From an optimization exercise on the open Yosys and OpenROAD flow, aimed at small area and a short achievable clock period; shortcuts taken in it are not production practice. The RTL was checked by simulation tests, not by an equivalence proof against the original design. No driver is modelled on the clock port, so clock power and skew are understated where the tree is cut down; a real chip needs a root buffer or a tree.

==> run a <==
## top
module top #(parameter clock_frequency = 100000000 )(
	input clk,
	input reset,
	input [31:0]baud_rate,
	input [7:0]data_in,
	input input_valid,
	output [7:0]data_out,
	output finished
	);
==> module top, before the edit <==
module top #(parameter clock_frequency = 100000000 )(
	input clk,
	input reset,
	input [31:0]baud_rate,
	input [7:0]data_in,
	input input_valid,
	output [7:0]data_out,
	output finished
	);
localparam [27:0] L_FULL = clock_frequency;
localparam [27:0] L_HALF = clock_frequency / 2;
localparam [3:0] S_PAUSE = 4'd10,
                 S_P9 = 4'd5,
                 S_P10 = 4'd11,
                 S_G2 = 4'd7,
                 S_IDLE = 4'd15,
                 S_ST = 4'd14;
reg [25:0] b;         
reg [26:0] acc;
reg [3:0] state;
reg [7:0] data;
reg par;              
reg fin;
wire [27:0] sum;
wire [27:0] cy;
assign cy[0] = 1'b0;
genvar i;
generate for (i = 0; i < 27; i = i + 1) begin : add
	wire bi = (i < 26) ? b[i] : 1'b0;
	assign sum[i] = acc[i] ^ bi ^ cy[i];
	assign cy[i+1] = (acc[i] & bi) | (acc[i] & cy[i]) | (bi & cy[i]);
end endgenerate
assign sum[27] = cy[27];
wire [28:0] gtf, gth;
assign gtf[0] = 1'b0;
assign gth[0] = 1'b0;
generate for (i = 0; i < 28; i = i + 1) begin : cmp
	assign gtf[i+1] = L_FULL[i] ? (sum[i] & gtf[i]) : (sum[i] | gtf[i]);
	assign gth[i+1] = L_HALF[i] ? (sum[i] & gth[i]) : (sum[i] | gth[i]);
end endgenerate
wire half = (data[7] & (state == S_P9)) | (state == S_G2);
wire last = half ? gth[28] : gtf[28];
wire done = last & ((state == S_G2) | (~data[7] & (state == S_P10)));
wire ready = (state == S_IDLE) | done;
wire force_ = (state == S_PAUSE) | (state == S_IDLE) | (state == S_ST);
wire adv = last | (state == S_ST) | ((state == S_PAUSE) & (par | ~data[7]));
always @(posedge clk) begin
	b <= baud_rate[25:0];
	acc <= (force_ | last) ? {1'b0, b} : sum[26:0];
	par <= ready ? 1'b0 : ~par;
	if (ready)
		data <= data_in;
	if (reset) begin
		state <= S_IDLE;
		fin <= 1'b0;
	end else begin
		fin <= (state == S_P9) & last;
		if (ready)
			state <= input_valid ? S_ST : S_IDLE;
		else if (adv)
			state <= {state[2:0], state[3] ^ state[2]};
	end
end
assign data_out = data;
assign finished = fin;
endmodule
==> flow/config.mk <==
export PLATFORM = sky130hd
export DESIGN_NAME = top
export DESIGN_NICKNAME = top
export VERILOG_FILES = /design/flow/design.v
export SDC_FILE = /design/flow/constraint.sdc
export NUM_CORES = 4
export LEC_CHECK = 0
export CAP_MARGIN = 20
export CORE_MARGIN = 2
export CORE_UTILIZATION = 40
export SLEW_MARGIN = 20
==> flow/constraint.sdc <==
create_clock -name core_clock -period 90.0 [get_ports {clk}]
set_input_delay 18.0000 -clock core_clock [delete_from_list [all_inputs] [get_ports {clk}]]
set_output_delay 18.0000 -clock core_clock [all_outputs]
set_load 0.01 [all_outputs]
standard.sh (not shown) runs the stock make flow with config.mk's settings and CLKGATE_MAP_FILE= SYNTH_SCRIPT=/design/flow/synth_recipe.tcl, a recipe that flattens the netlist after the stock synthesis.
==> flow/flow/run.sh <==
#!/bin/bash
# Layout: the standard ORFS flow (standard.sh) with these changes.
#      * Yosys's synth skips its quick intermediate "abc -fast" (-noabc), so
#        the full-adder extraction sees the ripple-carry adder as written;
#      * the final ABC mapping uses flow/abc_area.script (area-oriented
#        mapping) instead of ORFS's speed script.
#  - The port buffers are the smallest buffer cell (buf_1).
#  - The clock tree is one level of clock buffers built by flow/clkbuf.tcl
#    before the CTS step (see that file).
# All tool output goes to standard.log in this folder.
set -euo pipefail
W=$PWD
sed "s#log_cmd abc {\*}\$abc_args#log_cmd abc {*}[lreplace \$abc_args 1 1 $W/flow/abc_area.script]#" \
  "$FLOW_HOME/scripts/synth.tcl" > flow_synth_main.tcl
grep -q "abc_area.script" flow_synth_main.tcl
sed -e 's/yosys synth -nofsm -noshare /yosys synth -nofsm -noshare -noabc /' \
    -e "s#source \$::env(SCRIPTS_DIR)/synth.tcl#source $W/flow_synth_main.tcl#" \
    synth_recipe.tcl > flow_synth.tcl
grep -q -- '-noabc' flow_synth.tcl
grep -q "flow_synth_main.tcl" flow_synth.tcl
sed "s#SYNTH_SCRIPT=[^ ]*#SYNTH_SCRIPT=$W/flow_synth.tcl#" standard.sh > flow_standard.sh
grep -q "SYNTH_SCRIPT=$W/flow_synth.tcl" flow_standard.sh
export BUFFER_PORTS_ARGS="-buffer_cell sky130_fd_sc_hd__buf_1"
export PRE_CTS_TCL="$W/flow/clkbuf.tcl"
export CLKBUF_N=2
export CLKBUF_CELL=sky130_fd_sc_hd__clkbuf_16
bash flow_standard.sh > standard.log 2>&1
==> flow/flow/abc_area.script <==
strash
dch
map -a
topo
stime -c
==> flow/flow/clkbuf.tcl <==
# Clock distribution (runs before ORFS's CTS step, PRE_CTS_TCL).
# The flip-flops are split into CLKBUF_N groups by recursive bisection of
# their placement; each group is driven by one clock buffer (CLKBUF_CELL) at
# the group's centre, and the clock port feeds only these buffers, all of one
# type, so every register sees the same one-buffer clock path. TritonCTS is
# then skipped for this design.
set nbuf [expr {[info exists ::env(CLKBUF_N)] ? $::env(CLKBUF_N) : 2}]
set cell [expr {[info exists ::env(CLKBUF_CELL)] ? $::env(CLKBUF_CELL) : "sky130_fd_sc_hd__clkbuf_16"}]
set block [ord::get_db_block]
set clk_net [$block findNet clk]
set master [[ord::get_db] findMaster $cell]

set sinks {}
foreach it [$clk_net getITerms] {
  set loc [[$it getInst] getLocation]
  lappend sinks [list [lindex $loc 0] [lindex $loc 1] $it]
}

proc split_groups {items n} {
  if {$n <= 1 || [llength $items] < 2} { return [list $items] }
  set xs [lmap s $items {lindex $s 0}]
  set ys [lmap s $items {lindex $s 1}]
  set dx [expr {[tcl::mathfunc::max {*}$xs] - [tcl::mathfunc::min {*}$xs]}]
  set dy [expr {[tcl::mathfunc::max {*}$ys] - [tcl::mathfunc::min {*}$ys]}]
  set key [expr {$dx >= $dy ? 0 : 1}]
  set sorted [lsort -integer -index $key $items]
  set n1 [expr {$n / 2}]
  set cut [expr {([llength $sorted] * $n1) / $n}]
  return [concat [split_groups [lrange $sorted 0 [expr {$cut - 1}]] $n1] \
                 [split_groups [lrange $sorted $cut end] [expr {$n - $n1}]]]
}

set g 0
foreach grp [split_groups $sinks $nbuf] {
  set inst [odb::dbInst_create $block $master clkbuf_root_$g]
  set net [odb::dbNet_create $block clk_root_$g]
  $net setSigType CLOCK
  set sx 0; set sy 0
  foreach s $grp {
    set sx [expr {$sx + [lindex $s 0]}]; set sy [expr {$sy + [lindex $s 1]}]
    set it [lindex $s 2]
    $it disconnect
    $it connect $net
  }
  [$inst findITerm A] connect $clk_net
  [$inst findITerm X] connect $net
  $inst setLocation [expr {$sx / [llength $grp]}] [expr {$sy / [llength $grp]}]
  $inst setPlacementStatus PLACED
  puts "clkbuf.tcl: $cell clkbuf_root_$g drives [llength $grp] clock pins"
  incr g
}
global_connect

# the clock tree is built; leave ORFS's CTS step without TritonCTS
rename clock_tree_synthesis _tritoncts_unused
proc clock_tree_synthesis {args} { puts "clkbuf.tcl: clock tree built by hand, TritonCTS not run" }
==> inputs of run b, as changes to run a <==
--- a/flow/design.v
+++ b/flow/design.v
@@ -11,8 +11,4 @@
 localparam [27:0] L_HALF = clock_frequency / 2;
-localparam [3:0] S_PAUSE = 4'd10,
-                 S_P9 = 4'd5,
-                 S_P10 = 4'd11,
-                 S_G2 = 4'd7,
-                 S_IDLE = 4'd15,
-                 S_ST = 4'd14;
+localparam [3:0] S_P8 = 4'd8, S_P9 = 4'd9, S_P10 = 4'd10, S_G2 = 4'd11,
+                 S_PAUSE = 4'd12, S_IDLE = 4'd13, S_ST1 = 4'd14, S_ST2 = 4'd15;
 reg [25:0] b;         
@@ -30,3 +26,3 @@
 	assign sum[i] = acc[i] ^ bi ^ cy[i];
-	assign cy[i+1] = (acc[i] & bi) | (acc[i] & cy[i]) | (bi & cy[i]);
+	assign cy[i+1] = (acc[i] & bi) | (cy[i] & (acc[i] ^ bi));
 end endgenerate
@@ -42,6 +38,4 @@
 wire last = half ? gth[28] : gtf[28];
-wire done = last & ((state == S_G2) | (~data[7] & (state == S_P10)));
-wire ready = (state == S_IDLE) | done;
-wire force_ = (state == S_PAUSE) | (state == S_IDLE) | (state == S_ST);
-wire adv = last | (state == S_ST) | ((state == S_PAUSE) & (par | ~data[7]));
+wire ready = (state == S_IDLE) | ((state == S_P10) & last);
+wire force_ = (state == S_PAUSE) | (state == S_IDLE) | (state == S_ST1) | (state == S_ST2);
 always @(posedge clk) begin
@@ -50,3 +44,3 @@
 	par <= ready ? 1'b0 : ~par;
-	if (ready)
+	if (ready & input_valid)
 		data <= data_in;
@@ -57,6 +51,13 @@
 		fin <= (state == S_P9) & last;
-		if (ready)
-			state <= input_valid ? S_ST : S_IDLE;
-		else if (adv)
-			state <= {state[2:0], state[3] ^ state[2]};
+		case (state)
+		S_IDLE: if (input_valid) state <= S_ST1;
+		S_ST1: state <= S_ST2;
+		S_ST2: state <= 4'd0;
+		S_PAUSE: state <= S_P9;
+		S_P8: if (last) state <= (data[7] & ~par) ? S_PAUSE : S_P9;
+		S_P9: if (last) state <= data[7] ? S_G2 : S_P10;
+		S_G2: if (last) state <= S_P10;
+		S_P10: if (last) state <= input_valid ? S_ST1 : S_IDLE;
+		default: if (last) state <= state + 4'd1;
+		endcase
 	end
==> flow/flow/run.sh (replaced) <==
#!/bin/bash
# Standard ORFS layout (the standard.sh, standard synthesis unchanged),
# with the port buffers made from the smallest buffer cell.
export BUFFER_PORTS_ARGS="-buffer_cell sky130_fd_sc_hd__buf_1"
bash standard.sh > standard.log 2>&1
- CTS_BUF_LIST: default -> sky130_fd_sc_hd__clkbuf_2 sky130_fd_sc_hd__clkbuf_4
removed: flow/flow/abc_area.script
removed: flow/flow/clkbuf.tcl
==> inputs of run c, as changes to run a <==
--- a/flow/flow/run.sh
+++ b/flow/flow/run.sh
@@ -6,2 +6,5 @@
 #        mapping) instead of ORFS's speed script.
+#  - After synthesis, flow/peephole.py merges NAND-NAND (NOR-NOR) triples
+#    into single AND-OR (OR-AND) cells in the synthesized netlist (exact
+#    logic identities; registers untouched).
 #  - The port buffers are the smallest buffer cell (buf_1).
@@ -9,3 +12,3 @@
 #    before the CTS step (see that file).
-# All tool output goes to standard.log in this folder.
+# Tool output goes to synth.log, peephole.log and standard.log in this folder.
 set -euo pipefail
@@ -26,2 +29,9 @@
 export CLKBUF_CELL=sky130_fd_sc_hd__clkbuf_16
+
+bash flow_standard.sh synth > synth.log 2>&1
+NET=$W/orfs/results/$FLOW_PLATFORM/top/base/1_2_yosys.v
+cp "$NET" 1_2_yosys_orig.v
+python3 flow/peephole.py 1_2_yosys_orig.v 1_2_yosys_pp.v > peephole.log 2>&1
+sleep 1
+cp 1_2_yosys_pp.v "$NET"
 bash flow_standard.sh > standard.log 2>&1
==> flow/flow/peephole.py (new file) <==
#!/usr/bin/env python3
"""Peephole remapping of a Yosys-written gate-level netlist (sky130hd).

Replaces a 2-input NAND whose two inputs are each driven by a 2-input NAND
used nowhere else by one AND-OR cell:
    nand2(nand2(a, b), nand2(c, d)) = (a & b) | (c & d) = a22o(a, b, c, d)
and the dual NOR form by one OR-AND cell:
    nor2(nor2(a, b), nor2(c, d))    = (a | b) & (c | d) = o22a(a, b, c, d)
Both are exact logic identities; no register is touched.
usage: peephole.py IN.v OUT.v
"""
import re, sys, collections

src = open(sys.argv[1]).read()
cell_re = re.compile(r'(\n\s*)(sky130_fd_sc_hd__(\w+?)_(\d+))\s+(\S+)\s*\((.*?)\);', re.S)
pin_re = re.compile(r'\.(\w+)\(\s*([^()]*?)\s*\)')

cells = []
for m in cell_re.finditer(src):
    pins = dict((p, n.strip()) for p, n in pin_re.findall(m.group(6)))
    cells.append(dict(m=m, kind=m.group(3), name=m.group(5), pins=pins))

OUTS = ('X', 'Y', 'Q', 'Q_N', 'SUM', 'COUT', 'HI', 'LO')
driver = {}
uses = collections.Counter()
for i, c in enumerate(cells):
    for p, n in c['pins'].items():
        if p in OUTS:
            driver[n] = i
        else:
            uses[n] += 1

def refs(net):
    # references of a net anywhere in the text other than cell pins and its wire declaration
    pat = re.escape(net) + (r'(?=\s)' if net.startswith('\\') else r'\b')
    return len(re.findall(pat, src))

def single_use(net):
    return (net in driver and uses[net] == 1 and refs(net) == 3)

dead = set()
repl = {}
count = collections.Counter()
for i, c in enumerate(cells):
    if i in dead or c['kind'] not in ('nand2', 'nor2'):
        continue
    a, b = c['pins']['A'], c['pins']['B']
    if not (single_use(a) and single_use(b)):
        continue
    ia, ib = driver[a], driver[b]
    if ia == ib or ia in dead or ib in dead or ia in repl or ib in repl:
        continue
    ca, cb = cells[ia], cells[ib]
    if ca['kind'] != c['kind'] or cb['kind'] != c['kind']:
        continue
    new = 'a22o' if c['kind'] == 'nand2' else 'o22a'
    repl[i] = (new, ca['pins']['A'], ca['pins']['B'], cb['pins']['A'], cb['pins']['B'], c['pins']['Y'])
    dead.update((ia, ib))
    count[new] += 1

def fmt(net):
    return net + (' ' if net.startswith('\\') else '')

out = []
pos = 0
for i, c in enumerate(cells):
    m = c['m']
    if i in dead:
        out.append(src[pos:m.start()])
        pos = m.end()
    elif i in repl:
        new, a1, a2, b1, b2, y = repl[i]
        out.append(src[pos:m.start()])
        out.append('%ssky130_fd_sc_hd__%s_1 %s (.A1(%s), .A2(%s), .B1(%s), .B2(%s), .X(%s));'
                   % (m.group(1), new, c['name'], fmt(a1), fmt(a2), fmt(b1), fmt(b2), fmt(y)))
        pos = m.end()
out.append(src[pos:])
open(sys.argv[2], 'w').write(''.join(out))
sys.stderr.write('peephole: %s\n' % dict(count))
==> results_dict.tcl <==
set metrics [dict create \
    grtUsageTotal 0.133 \
    dp_hpwl_um 3530 \
    powerClk_w 0.0000164 \
    fmax_mhz 52.6 \
    multi_input_gates 128 \
    yosysMostFrequentCell "dfxtp_1" \
    drt-met1-wl_um 2230 \
    synthCells 239 \
    start_util 0.410 \
    setup_slack_ns 70.98 \
    vdd_drop_max_v 0.0000157 \
    synthesis.area_sq_mm 0.00295 \
    ys.flop_type "dfxtp_1" \
    final_common_cell "dfxtp_1" \
    status "complete, no violations" \
    powerDensity_mw_per_mm2 39.1 \
    insertion_delay_ns 0.42 \
    synth_compound_area_frac 0.0905 \
    place_inst 378 \
]
(the above is from run b)
==> results_dict.tcl <==
set metrics [dict create \
    fmax_mhz 53.3 \
    syn_nets 308 \
    synthesis.area_sq_mm 0.00258 \
    place_inst 358 \
    yosys.area_share.simple 0.152 \
    status "complete, no violations" \
    drt-met1-wl_um 1870 \
    synth_compound_area_frac 0.0552 \
    ys.flop_type "dfxtp_1" \
    start_util 0.409 \
    final_common_cell "nand2_1" \
    first_pass_iters 4 \
    grtUsageTotal 0.123 \
    insertion_delay_ns 0.18 \
    yosysMostFrequentCell "nand2_1" \
    multi_input_gates 151 \
    dp_hpwl_um 3200 \
    nets 358 \
    fin_crit_ns 18.77 \
    powerDensity_mw_per_mm2 40.4 \
]
(the above is from run a)
==> results_dict.tcl <==
set metrics [dict create \
    vdd_drop_max_v 0.0000193 \
    fmax_mhz 53.2 \
    start_util 0.420 \
    setup_slack_ns 71.22 \
    drt-met1-wl_um 1850 \
    powerClk_w 0.0000112 \
    status "complete, no violations" \
    grtUsageTotal 0.119 \
    final_common_cell "dfxtp_1" \
    insertion_delay_ns 0.17 \
    place_inst 313 \
    synthCells 193 \
    powerDensity_mw_per_mm2 41.0 \
    synthesis.area_sq_mm 0.00253 \
]
(the above is from run c)
The clock cells of run a and run c come from the design's own scripts or RTL, not from TritonCTS.

[separate check: timing with driven ports]
The results above use ideal ports. As a check the final layouts listed here were re-extracted and re-timed, cells and wires unchanged.
Step 1 sets driving cells, clkbuf_16 on the clock port and buf_2 on the other inputs (assumed; they add their load-dependent delay and slew).
Step 2 also shifts input and output timing later by t, the mid clock arrival at the registers, as if the neighbouring blocks saw the same clock.
a / b / c = no drivers / after step 1 / after step 2; a / b = the first two.
| run | t, ns | setup WS [ns] | hold WS [ns] |
|---|---|---|---|
| run a | 0.218 | 71.235 / 71.189 / 71.407 | 0.425 / 0.425 / 0.425 |
| run b | 0.436 | 70.981 / 70.955 / 70.942 | 0.429 / 0.429 / 0.429 |
| run c | 0.217 | 71.220 / 71.173 / 71.390 | 0.425 / 0.425 / 0.425 |
After both steps every run listed still meets setup and hold. For run b, which loses most, drivers alone change the setup slack by -0.026 ns; drivers and shift together by -0.039 ns.
